This is an optimization exercise on Yosys and OpenROAD, whose aim is small area, a short achievable clock period and few clock cycles, not a production implementation.
At most, simulation tests tie the RTL to the original design; equivalence was not proved.
Function not checked in run 1: the RTL went through the layout flow alone.

## flow/design.v (module list and top-level ports; edited modules follow where they fit)
// module mmm_q: 183 lines
// module mmm_inv: 139 lines
// module mmm_bd: 16 lines
// module mmm_dreg: 7 lines
// module mmm_fa: 10 lines
// module mmm_ha: 9 lines
// module mmm_r2mm_2n: 8643 lines
module mmm_r2mm_2n
#(
    parameter K = 256
)
(
    input   wire            clk     ,
    input   wire            rst_n   ,
    input   wire [K-1  :0]  x       ,
    input   wire [K-1  :0]  y       ,
    input   wire [K-1  :0]  m       ,
    input   wire            req     ,
    output  wire [K-1  :0]  res     ,
    output  reg             val     
);
  // ...
==> flow/flow/run.sh <==
#!/bin/bash
set -uo pipefail
bash standard.sh SETUP_SLACK_MARGIN=22.5 MATCH_CELL_FOOTPRINT=0 \
  'BUFFER_PORTS_ARGS=-buffer_cell sky130_fd_sc_hd__buf_2' finish > standard_flow.log 2>&1
==> flow/standard.sh <==
#!/bin/bash
# synth_recipe.tcl (not shown) runs the flow's synth.tcl, then flattens the netlist and writes it again
# the make line also repeats each setting of config.mk as NAME=value (left out here)
make -C /OpenROAD-flow-scripts/flow DESIGN_CONFIG=/design/flow/config.mk WORK_HOME=/design/flow/orfs CLKGATE_MAP_FILE= SYNTH_SCRIPT=/design/flow/synth_recipe.tcl "${@:-finish}"
==> flow/config.mk <==
export PLATFORM = sky130hd
export DESIGN_NAME = mmm_r2mm_2n
export DESIGN_NICKNAME = mmm_r2mm_2n
export VERILOG_FILES = /design/flow/design.v
export SDC_FILE = /design/flow/constraint.sdc
export NUM_CORES = 8
export LEC_CHECK = 0
export CAP_MARGIN = 20
export CELL_PAD_IN_SITES_DETAIL_PLACEMENT = 1
export CORE_MARGIN = 2
export CORE_UTILIZATION = 55
export SETUP_SLACK_MARGIN = 2
export SLEW_MARGIN = 20
export SYNTH_HIERARCHICAL = 1
export SYNTH_MINIMUM_KEEP_SIZE = 0
export TNS_END_PERCENT = 25
==> flow/constraint.sdc <==
create_clock -name core_clock -period 30.0 [get_ports {clk}]
set_input_delay 6.0000 -clock core_clock [delete_from_list [all_inputs] [get_ports {clk}]]
set_output_delay 6.0000 -clock core_clock [all_outputs]
set_load 0.01 [all_outputs]
==> reports/metrics.cfg, run 1 <==
[outcome]
status = timing/DRC/antenna clean

[timing]
tns_ns = 0
finalHoldViolations = 0
clock_skew_ns = 0.0714
rsz0062_at_grt = yes

[global_routing]
gr-max-usage-layer = met2
grt_usage = 0.507
grt_overflow = 0
grt_pass1_wl_um = 992000
grtUsageMet1 = 0.620
antenna_found_initial = 111

[floorplan]
ios = 1028
initial_core_util = 0.554
tap_cells = 3552

[layout]
seq_share = 0.151
multiInputGateArea_um2 = 119000
clockBufferCount = 215
design.seq.count = 1199
fillers = 28800
layout_common_cells = nand2_1, fa_1, a22oi_1
areaGrowthSynthToFinish_pct = 9.50
antenna_cells = 99

[clock_network]
numCtsBuffers = 165
cts_resized = 380
cts_buffer_depth = 4

[place]
place_hpwl_um = 512000

[synthesis]
syn_nets = 19000
yosys_warnings = 10
synthesis.instances = 14600

[routing]
num_vias = 127000

[critical_path]
critical_path.endpoint = res[49]
crit_path_start_kind = flip-flop
r2r_slack_ns = 22.39

[min_path]
hold_depth = 1

==> run 2, diff against run 1 <==
--- a/flow/design.v
+++ b/flow/design.v
@@ -392,18 +392,16 @@
 wire f1    = (cnt == 6'd34);
 wire f2    = (cnt == 6'd35);
 wire clr   = idle | f2;
 always @(posedge clk) begin Mr <= m; end
 wire [KD-1:0] inv_t, inv3_t;
 mmm_inv u_inv (.a(Mr[KD-1:1]), .inv(inv_t), .inv3(inv3_t));
 wire [KD-1:0] q_0;
 mmm_q u_q0 (.clk(clk), .clr(clr), .ns(ns[KD-1:0]), .nc(nc[KD-1:0]), .ncin(ncin), .inv(inv_t), .inv3(inv3_t), .q(q_0));
-wire [KD-1:0] q_1;
-mmm_q u_q1 (.clk(clk), .clr(clr), .ns(ns[KD-1:0]), .nc(nc[KD-1:0]), .ncin(ncin), .inv(inv_t), .inv3(inv3_t), .q(q_1));
 integer i;
 reg [KD-1:0] xn, mn;
 always @* begin
     xn = {KD{1'b0}}; mn = {KD{1'b0}};
     for (i = 1; i < 32; i = i + 1) begin
         xn = xn | ({KD{sel[i]}} & x[i*KD +: KD]);
         if (i < 31) mn = mn | ({KD{sel[i+1]}} & Mr[i*KD +: KD]);
         else mn = mn | ({KD{s32}} & Mr[i*KD +: KD]);
@@ -461,18 +459,17 @@
 always @(posedge clk) begin
     if (start) sel <= {{29{1'b0}}, 3'b100};
     else if (it) sel <= {sel[30:0], 1'b0};
     else sel <= {{30{1'b0}}, 2'b10};
 end
 wire [2047:0] pq;
 genvar gj;
 generate for (gj = 0; gj < KD; gj = gj + 1) begin : g_pp
-    assign pq[gj*256+0 +: 128] = ~({128{q_0[gj]}} & Mr[127:0]);
-    assign pq[gj*256+128 +: 128] = ~({128{q_1[gj]}} & Mr[255:128]);
+    assign pq[gj*256+0 +: 256] = ~({256{q_0[gj]}} & Mr[255:0]);
 end endgenerate
 wire [1027:0] px;
 wire [3:0] pxn, pxs;
 wire [256:0] y1 = {1'b0, Yr};
 wire [256:0] y2 = {Yr, 1'b0};
 assign px[127:0] = ~(({128{bo_0[0]}} & y1[127:0]) | ({128{bt_0[0]}} & y2[127:0])) ^ {128{bn_0[0]}};
 assign px[384:257] = ~(({128{bo_0[1]}} & y1[127:0]) | ({128{bt_0[1]}} & y2[127:0])) ^ {128{bn_0[1]}};
 assign px[641:514] = ~(({128{bo_0[2]}} & y1[127:0]) | ({128{bt_0[2]}} & y2[127:0])) ^ {128{bn_0[2]}};
==> flow/config.mk (replaced) <==
export PLATFORM = sky130hd
export DESIGN_NAME = mmm_r2mm_2n
export DESIGN_NICKNAME = mmm_r2mm_2n
export VERILOG_FILES = /design/flow/design.v
export SDC_FILE = /design/flow/constraint.sdc
export NUM_CORES = 8
export LEC_CHECK = 0
export CAP_MARGIN = 20
export CELL_PAD_IN_SITES_DETAIL_PLACEMENT = 1
export CORE_MARGIN = 2
export CORE_UTILIZATION = 55
export GPL_ROUTABILITY_DRIVEN = 0
export SETUP_SLACK_MARGIN = 2
export SLEW_MARGIN = 20
export SYNTH_HIERARCHICAL = 1
export SYNTH_MINIMUM_KEEP_SIZE = 0
export TNS_END_PERCENT = 40
==> run 2 against run 1 <==
Still clean on timing, DRC and antenna. Die area decreased by 1.7%. Clock skew down 0.018 ns. Fmax down 0.32%. Global-route usage down 1.4 points. Critical path depth increased by 10. Count of clock-buffer cells in the layout down 8.
==> reports/metrics.cfg, run 2 <==
[routing]
drc = 0  ; unchanged
wl_per_cell_um = 37.6  ; was 38.4 µm
num_vias = 125000  ; was 127,000
wl_um = 678000  ; was 705,000 µm
vias_per_cell = 6.93  ; about the same
drt_pass1_iterations = 10  ; was 7
final_antenna_net_count = 0  ; unchanged
drt_iter0_drc = 15900  ; was 15,500

[floorplan]
num_rows = 189  ; was 190
core_um2 = 264000  ; was 268,000 µm²
fp.dieH_um = 519  ; was 523 µm
die_w_um = 519  ; was 523 µm
ios = 1028  ; unchanged
initial_core_util = 0.552  ; was 0.554
dieArea_um2 = 269000  ; was 274,000 µm²

[layout]
areaGrowthSynthToFinish_pct = 9.13  ; was 9.50%
post-route-cell-area_um2 = 159000  ; was 163,000 µm²
drive_gt1_frac = 0.145  ; was 0.153
fin_util = 0.602  ; was 0.606
finalNonFillerCells = 18000  ; was 18,400
fin_nets = 18600  ; was 18,900
layout_common_cells = nand2_1, fa_1, a22oi_1  ; unchanged
final_common_cell = nand2_1  ; unchanged
top_regs = Cr: 265 flops, Sr: 265 flops  ; unchanged

[place]
place_hpwl_um = 493000  ; was 512,000 µm
io_buffers = 1027  ; unchanged
place_inst = 17600  ; was 17,900
placed_area_um2 = 151000  ; was 154,000 µm²
pre_cts_ws_ns = 18.49  ; was 16.79 ns

[global_routing]
first_global_vias = 134000  ; was 138,000
antenna_found_initial = 95  ; was 111
grt_overflow = 0  ; unchanged
grt_pass1_wl_um = 964000  ; was 992,000 µm
grt_max_degree = 209  ; was 188
grt_usage = 0.493  ; was 0.507

[timing]
fin_crit_sh = 0.256  ; about the same
slew_headroom = 0.0912  ; was 0.100
clock_skew_ns = 0.0533  ; was 0.0714 ns
tightest_slew_ns = 1.36  ; was 1.35 ns
rsz0062_at_grt = yes  ; unchanged
max_freq_ghz = 0.130  ; about the same
period_needed_ns = 7.69  ; was 7.67 ns
setup_violations = 0  ; unchanged
maxSlewViolCount = 0  ; unchanged
hold_ws_ns = 0.523  ; was 0.510 ns
finalHoldViolations = 0  ; unchanged
timing.final.ws_setup_ns = 22.31  ; was 22.33 ns
tns_ns = 0  ; unchanged

[synthesis]
yosys_warnings = 10  ; unchanged
synthesis.instances = 14400  ; was 14,600
syn_nets = 18700  ; was 19,000
synth_area_um2 = 146000  ; was 148,000 µm²
avgSynthCellArea_um2 = 10.1  ; was 10.2 µm²

[clock_network]
clk_latency_ns = 0.93  ; about the same
cts_buffer_depth = 4  ; unchanged
path_clk_slew_ns = 0.06  ; about the same
numCtsBuffers = 159  ; was 165
tritoncts = yes  ; unchanged
clock_sinks = 1167  ; was 1,199
cts-htree-levels = 4  ; unchanged
cts_root_buf = clkbuf_16  ; unchanged
holdBufCountCts = 0  ; unchanged

[critical_path]
required_ns = 30.67  ; was 24.00 ns
critPathArrivalTime_ns = 8.36  ; was 1.67 ns
endpoint_kind = flip-flop  ; was output pin
path_max_fanout = 11  ; was 9
crit_path_start_kind = input port  ; was flip-flop
worst-setup-path-type = in -> reg  ; was reg -> out

[job]
maxCapViolCount = 0  ; unchanged

[min_path]
min_path_type = reg -> reg  ; unchanged

[outcome]
status = timing/DRC/antenna clean  ; unchanged

## run 2: layout make-up
type,count,area [µm²]
Clock inverter,76,955
Sequential cell,1167,23900
Timing Repair Buffer,1254,7940
Antenna cell,61,153
Inverter,98,392
Fill cell,28300,105000
Clock buffer,207,4490
Tap cell,3533,4420
Multi-Input combinational cell,11600,117000
## run 2: path summary, 6_finish.rpt
| path | from | to | slack (ns) | depth (start not counted) |
|---|---|---|---|---|
| max | x[255] | u_bd0.e[7]$_DFF_P_ | 22.31 | 11 |
| min | ptop$_DFF_P_ | u_bd0.e[0]$_DFF_P_ | 0.52 | 1 |
| max reg2reg | cnt[0]$_DFFE_PN0P_ | Yr[135]$_DFF_P_ | 22.44 | 25 |
| min reg2reg | ptop$_DFF_P_ | u_bd0.e[0]$_DFF_P_ | 0.52 | 1 |
| max in group asynchronous | rst_n | cnt[5]$_DFFE_PN0P_ | 24.85 | 1 |
| min in group asynchronous | rst_n | cnt[4]$_DFFE_PN0P_ | 4.95 | 1 |
## run 2: worst max-delay path, cell delays in order
cell,delay (ns)
buf_6,0.24
and2_4,0.21
ha_4,0.14
fa_2,0.21
nor2b_1,0.05
o21ai_1,0.18
a21oi_1,0.11
o21ai_1,0.17
nand2b_1,0.11
xnor2_1,0.55
a21oi_1,0.38
## run 2: repair_timing
action | 4_1_cts | 5_1_grt
buffers inserted | 17 | 28
gates resized for setup | 413 | 51
setup endpoints to repair | 1020 | 990
pin swaps | 10 | 11
gates cloned | 13 | 15
## run 2: metal layers
layer	GRT usage	vias up	part of all wire	wire length (µm)
met5	0.00622	-	0.0011	740
met4	0.348	72	0.088	59800
met3	0.204	2500	0.15	98600
met2	0.703	10400	0.42	286000
met1	0.604	65100	0.34	234000
li1	-	46900	-	-
Testbench counts of run 2, summed over its fixed seeds: cycles 34,568.
==> run 3, diff against run 2 <==
--- a/flow/config.mk
+++ b/flow/config.mk
@@ -9,9 +9,9 @@
 export CELL_PAD_IN_SITES_DETAIL_PLACEMENT = 1
 export CORE_MARGIN = 2
 export CORE_UTILIZATION = 55
-export GPL_ROUTABILITY_DRIVEN = 0
+export PLACE_DENSITY = 0.7
 export SETUP_SLACK_MARGIN = 2
 export SLEW_MARGIN = 20
 export SYNTH_HIERARCHICAL = 1
 export SYNTH_MINIMUM_KEEP_SIZE = 0
-export TNS_END_PERCENT = 40
+export TNS_END_PERCENT = 25
==> run 3 against run 2 <==
Now fails the layout checks on max-capacitance violations, max-slew violations. First-iteration DRC count up 32%. Via count rose by 7.6%. Utilization rose by 0.47 points. Fmax decreased by 13%.
==> reports/metrics.cfg, run 3 <==
[timing]
finalHoldViolations = 0  ; unchanged
maxSlewViolCount = 30  ; was 0
max_freq_ghz = 0.113  ; was 0.130 GHz
tightest_slew_ns = 1.56  ; was 1.36 ns
period_needed_ns = 8.85  ; was 7.69 ns
rsz0062_at_grt = yes  ; unchanged
slew_headroom = -0.0367  ; was 0.0912
fin_crit_sh = 0.295  ; was 0.256
hold_ws_ns = 0.458  ; was 0.523 ns
timing.final.ws_setup_ns = 21.15  ; was 22.31 ns
tns_ns = 0  ; unchanged
clock_skew_ns = 0.0731  ; was 0.0533 ns
setup_violations = 0  ; unchanged

[floorplan]
initial_core_util = 0.552  ; unchanged
die_w_um = 519  ; unchanged
core_um2 = 264000  ; unchanged
num_rows = 189  ; unchanged
ios = 1028  ; unchanged
fp.dieH_um = 519  ; unchanged
dieArea_um2 = 269000  ; unchanged

[outcome]
so.violations = max-capacitance violations, max-slew violations
status = failed layout checks  ; was timing/DRC/antenna clean

[place]
place_inst = 17600  ; about the same
placed_area_um2 = 151000  ; about the same
gp_congestion = 1.02
place_hpwl_um = 500000  ; was 493,000 µm
io_buffers = 1027  ; unchanged
pre_cts_ws_ns = 17.74  ; was 18.49 ns

[routing]
drt_iter0_drc = 20900  ; was 15,900
final_antenna_net_count = 0  ; unchanged
wl_um = 750000  ; was 678,000 µm
wl_per_cell_um = 41.5  ; was 37.6 µm
drt_pass1_iterations = 14  ; was 10
vias_per_cell = 7.43  ; was 6.93
drc = 0  ; unchanged
num_vias = 134000  ; was 125,000

[critical_path]
cpPeakStageDelay_ns = 1.22  ; was 0.55 ns
endpoint_kind = flip-flop  ; unchanged
critPathSlowestCell = a21oi_1  ; was xnor2_1
path_max_fanout = 16  ; was 11
worst-setup-path-type = reg -> reg  ; was in -> reg
required_ns = 30.75  ; was 30.67 ns
critPathArrivalTime_ns = 9.61  ; was 8.36 ns
crit_path_start_kind = flip-flop  ; was input port

[clock_network]
numCtsBuffers = 163  ; was 159
tritoncts = yes  ; unchanged
holdBufCountCts = 0  ; unchanged
path_clk_slew_ns = 0.07  ; was 0.06 ns
clock_sinks = 1167  ; unchanged
cts_buffer_depth = 4  ; unchanged
clk_latency_ns = 0.95  ; was 0.93 ns
cts_root_buf = clkbuf_16  ; unchanged
cts-htree-levels = 4  ; unchanged

[layout]
seq_area_um2 = 24000  ; was 23,900 µm²
final_common_cell = nand2_1  ; unchanged
multiInputGateArea_um2 = 117000  ; about the same
fillers = 28000  ; was 28,300
finalNonFillerCells = 18100  ; was 18,000
top_regs = Cr: 265 flops, Sr: 265 flops  ; unchanged
areaGrowthSynthToFinish_pct = 9.99  ; was 9.13%
post-route-cell-area_um2 = 160000  ; was 159,000 µm²
drive_gt1_frac = 0.151  ; was 0.145
fin_nets = 18700  ; was 18,600
layout_common_cells = nand2_1, fa_1, a22oi_1  ; unchanged
fin_util = 0.607  ; was 0.602

[job]
maxCapViolCount = 2  ; was 0

[global_routing]
grt_overflow = 0  ; unchanged
grt_pass1_wl_um = 1020000  ; was 964,000 µm
grt_max_degree = 164  ; was 209
antenna_found_initial = 96  ; was 95
grt_usage = 0.528  ; was 0.493
first_global_vias = 141000  ; was 134,000

[synthesis]
yosys_warnings = 10  ; unchanged
synth_area_um2 = 146000  ; unchanged
syn_nets = 18700  ; unchanged
avgSynthCellArea_um2 = 10.1  ; unchanged
synthesis.instances = 14400  ; unchanged

[min_path]
min_path_type = reg -> reg  ; unchanged

[run 3: final timing paths]
kind | startpoint | to | slack (ns) | depth (start not counted)
worst max-delay path | cnt[1]$_DFFE_PN0P_ | Yr[100]$_DFF_P_ | 21.15 | 29
min in group asynchronous | rst_n | cnt[4]$_DFFE_PN0P_ | 4.96 | 1
worst min-delay path | ptop$_DFF_P_ | u_bd0.e[0]$_DFF_P_ | 0.46 | 1
worst max register to register | cnt[1]$_DFFE_PN0P_ | Yr[100]$_DFF_P_ | 21.15 | 29
worst min register to register | ptop$_DFF_P_ | u_bd0.e[0]$_DFF_P_ | 0.46 | 1
max in group asynchronous | rst_n | cnt[3]$_DFFE_PN0P_ | 24.79 | 1
[run 3: layer usage]
layer  GRT usage  part of all wire  vias to the layer above
met3       0.276              0.18                     5076
met2       0.746              0.40                    14900
li1            -                 -                    47000
met5           0            0.0016                        -
met4       0.380              0.10                      107
met1       0.611              0.31                    67300
[run 3: worst max-delay path: cells and delay by family, from the launching register on]
kind / cells / cell delay [ns]
adder cells (fa/ha/maj): 3 / 0.91
buffers and inverters: 7 / 1.45
AND/OR/NAND/NOR: 3 / 0.39
flip-flops: 1 / 0.45
multiplexers: 1 / 0.39
AO/OA/AOI/OAI: 13 / 4.69
XOR/XNOR: 2 / 0.34
[run 3: layout make-up]
cell class	count	share of cell area
well taps	3533	0.0276
clock buffers	221	0.0292
repair buffers	1317	0.0547
clock inverters	72	0.00594
diodes	65	0.00101
inverters	98	0.00244
flip-flops and latches	1167	0.149
multi-input cells	11600	0.730
[run 3: repair_timing]
item                       in CTS  in global routing
setup endpoints to repair     950                918
cloned                         15                 25
pin swaps                      16                 34
buffers inserted               37                 57
gates resized for setup       444                147
==> run 4, diff against run 3 <==
--- a/flow/config.mk
+++ b/flow/config.mk
@@ -9,7 +9,6 @@
 export CELL_PAD_IN_SITES_DETAIL_PLACEMENT = 1
 export CORE_MARGIN = 2
 export CORE_UTILIZATION = 55
-export PLACE_DENSITY = 0.7
 export SETUP_SLACK_MARGIN = 2
 export SLEW_MARGIN = 20
 export SYNTH_HIERARCHICAL = 1
==> run 4 against run 3 <==
Now clean on timing, DRC and antenna. Sequential share of layout area about the same. Critical path type is now in -> reg. Final cell count about the same. Via count decreased by 6.6%. Hold slack better by 0.039 ns. Synthesized area unchanged.
==> reports/metrics.cfg, run 4 <==
[critical_path]
critPathArrivalTime_ns = 8.38  ; was 9.61 ns
crit_buf_inv = 1  ; was 7
cpPeakStageDelay_ns = 0.54  ; was 1.22 ns
critPathTopFamily = compound AO/OA/AOI/OAI gates  ; unchanged
path_cells = buf_4 > nand2_1 > ha_1 > nor2b_1 > o21ai_1 > a21oi_1 > o21ai_1 > nand2b_1 > xnor2_1 > a21oi_1
path_max_fanout = 10  ; was 16
endpoint_kind = flip-flop  ; unchanged
worst-setup-path-type = in -> reg  ; was reg -> reg
crit_path_start_kind = input port  ; was flip-flop
critPathSlowestCell = xnor2_1  ; was a21oi_1
required_ns = 30.70  ; was 30.75 ns

[floorplan]
initial_core_util = 0.552  ; unchanged
die_w_um = 519  ; unchanged
dieArea_um2 = 269000  ; unchanged
fp.dieH_um = 519  ; unchanged
core_um2 = 264000  ; unchanged
num_rows = 189  ; unchanged
ios = 1028  ; unchanged

[global_routing]
first_global_vias = 135000  ; was 141,000
antenna_found_initial = 111  ; was 96
grt_pass1_wl_um = 972000  ; was 1,020,000 µm
grt_max_degree = 182  ; was 164
grt_usage = 0.499  ; was 0.528
grt_overflow = 0  ; unchanged

[timing]
period_needed_ns = 7.68  ; was 8.85 ns
maxSlewViolCount = 0  ; was 30
hold_ws_ns = 0.497  ; was 0.458 ns
tns_ns = 0  ; unchanged
fin_crit_sh = 0.256  ; was 0.295
finalHoldViolations = 0  ; unchanged
clock_skew_ns = 0.0460  ; was 0.0731 ns
timing.final.ws_setup_ns = 22.32  ; was 21.15 ns
tightest_slew_ns = 1.35  ; was 1.56 ns
max_freq_ghz = 0.130  ; was 0.113 GHz
setup_violations = 0  ; unchanged
slew_headroom = 0.103  ; was -0.0367
rsz0062_at_grt = yes  ; unchanged

[place]
io_buffers = 1027  ; unchanged
place_hpwl_um = 497000  ; was 500,000 µm
gp_congestion = 1.05  ; was 1.02
place_inst = 17600  ; about the same
pre_cts_ws_ns = 18.21  ; was 17.74 ns
placed_area_um2 = 151000  ; about the same

[routing]
drt_pass1_iterations = 6  ; was 14
wl_um = 687000  ; was 750,000 µm
drc = 0  ; unchanged
drt_iter0_drc = 16200  ; was 20,900
wl_per_cell_um = 38.0  ; was 41.5 µm
vias_per_cell = 6.94  ; was 7.43
final_antenna_net_count = 0  ; unchanged
num_vias = 126000  ; was 134,000

[clock_network]
clk_latency_ns = 0.92  ; was 0.95 ns
numCtsBuffers = 160  ; was 163
tritoncts = yes  ; unchanged
cts_buffer_depth = 4  ; unchanged
clock_sinks = 1167  ; unchanged
cts_root_buf = clkbuf_16  ; unchanged
path_clk_slew_ns = 0.06  ; was 0.07 ns
cts-htree-levels = 4  ; unchanged
holdBufCountCts = 0  ; unchanged

[synthesis]
yosys_warnings = 10  ; unchanged
synthesis.instances = 14400  ; unchanged
synth_area_um2 = 146000  ; unchanged
avgSynthCellArea_um2 = 10.1  ; unchanged
syn_nets = 18700  ; unchanged

[layout]
fin_nets = 18700  ; about the same
drive_gt1_frac = 0.147  ; was 0.151
finalNonFillerCells = 18100  ; about the same
fin_util = 0.604  ; was 0.607
final_common_cell = nand2_1  ; unchanged
fillers = 28200  ; was 28,000
layout_common_cells = nand2_1, fa_1, a22oi_1  ; unchanged
areaGrowthSynthToFinish_pct = 9.49  ; was 9.99%
post-route-cell-area_um2 = 160000  ; about the same
top_regs = Cr: 265 flops, Sr: 265 flops  ; unchanged

[min_path]
min_path_type = reg -> reg  ; unchanged

[job]
maxCapViolCount = 0  ; was 2

[outcome]
status = timing/DRC/antenna clean  ; was failed layout checks

==> run 4: final cells by class <==
class                      count  area (µm²)  area share
timing repair buffer        1283        8130      0.0509
sequential                  1167       23900       0.150
clock inverter                85        1150     0.00719
antenna                       90         225     0.00141
tap                         3533        4420      0.0277
clock buffer                 201        4480      0.0280
inverter                      98         392     0.00245
multi-input combinational  11600      117000       0.733
==> run 4: timing repair <==
| action | in CTS | in global routing |
|---|---|---|
| buffers inserted | 18 | 31 |
| cloned | 16 | 21 |
| endpoints found under the setup margin | 974 | 848 |
| pin swaps | 9 | 18 |
| gates resized for setup | 410 | 52 |
==> run 4: layer usage <==
layer / share of wire / GRT usage / vias up
met5: 0.00052 / 0.00480 / -
met3: 0.14 / 0.205 / 2608
met2: 0.42 / 0.710 / 10400
li1: - / - / 47000
met1: 0.35 / 0.612 / 65500
met4: 0.087 / 0.355 / 58
==> run 4: worst reg2reg max path: stages, from the launching register on <==
cell     delay, ns
dfxtp_4       0.85
nand2_1       0.45
o22ai_4       0.78
buf_4         0.61
a22oi_1       0.25
xor2_1        0.21
fa_1          0.51
fa_1          0.55
fa_1          0.49
fa_1          0.45
fa_1          0.51
fa_1          0.48
fa_1          0.55
fa_1          0.44
nand2_1       0.07
nand3_1       0.16
==> run 4: path summary, 6_finish.rpt <==
check | startpoint | end | slack, ns | cells after the start
hold reg to reg | ptop$_DFF_P_ | u_bd1.e[0]$_DFF_P_ | 0.50 | 1
hold / removal | ptop$_DFF_P_ | u_bd1.e[0]$_DFF_P_ | 0.50 | 1
setup / recovery | x[255] | u_bd1.e[6]$_DFF_P_ | 22.32 | 10
setup reg to reg | u_bd1.e[2]$_DFF_P_ | Cr[230]$_SDFF_PP1_ | 22.42 | 15
min in group asynchronous | rst_n | cnt[4]$_DFFE_PN0P_ | 4.93 | 1
max in group asynchronous | rst_n | cnt[0]$_DFFE_PN0P_ | 24.86 | 1

-- afterwards: timing with drivers on the ports --
How much do the figures lean on ideal ports? The routed layouts below were timed once more, with nothing changed but the port constraints. Step 1 assumes that a clkbuf_16 drives the clock port and a buf_2 every other input. Step 2, shift: input delay + t, output delay - t, t = (earliest + latest rising clock arrival at the registers) / 2. This alone moves slack from input paths to output paths. Slacks: ideal ports / drivers / drivers and shift; pairs: ideal ports / drivers.
run | t, ns | setup slack, ns | worst register clock-pin slew, ns | pins driven straight from the clock port
run 1 | 1.014 | 22.333 / 22.213 / 21.655 | 0.07 / 0.07 | 1
run 2 | 1.024 | 22.308 / 22.194 / 21.354 | 0.08 / 0.08 | 1
run 3 | 1.024 | 21.148 / 21.148 / 21.148 | 0.08 / 0.08 | 1
run 4 | 1.016 | 22.321 / 22.207 / 21.385 | 0.07 / 0.07 | 1
The setup slack of run 2, which loses most, moves by -0.114 ns with the drivers and by -0.954 ns with both steps.
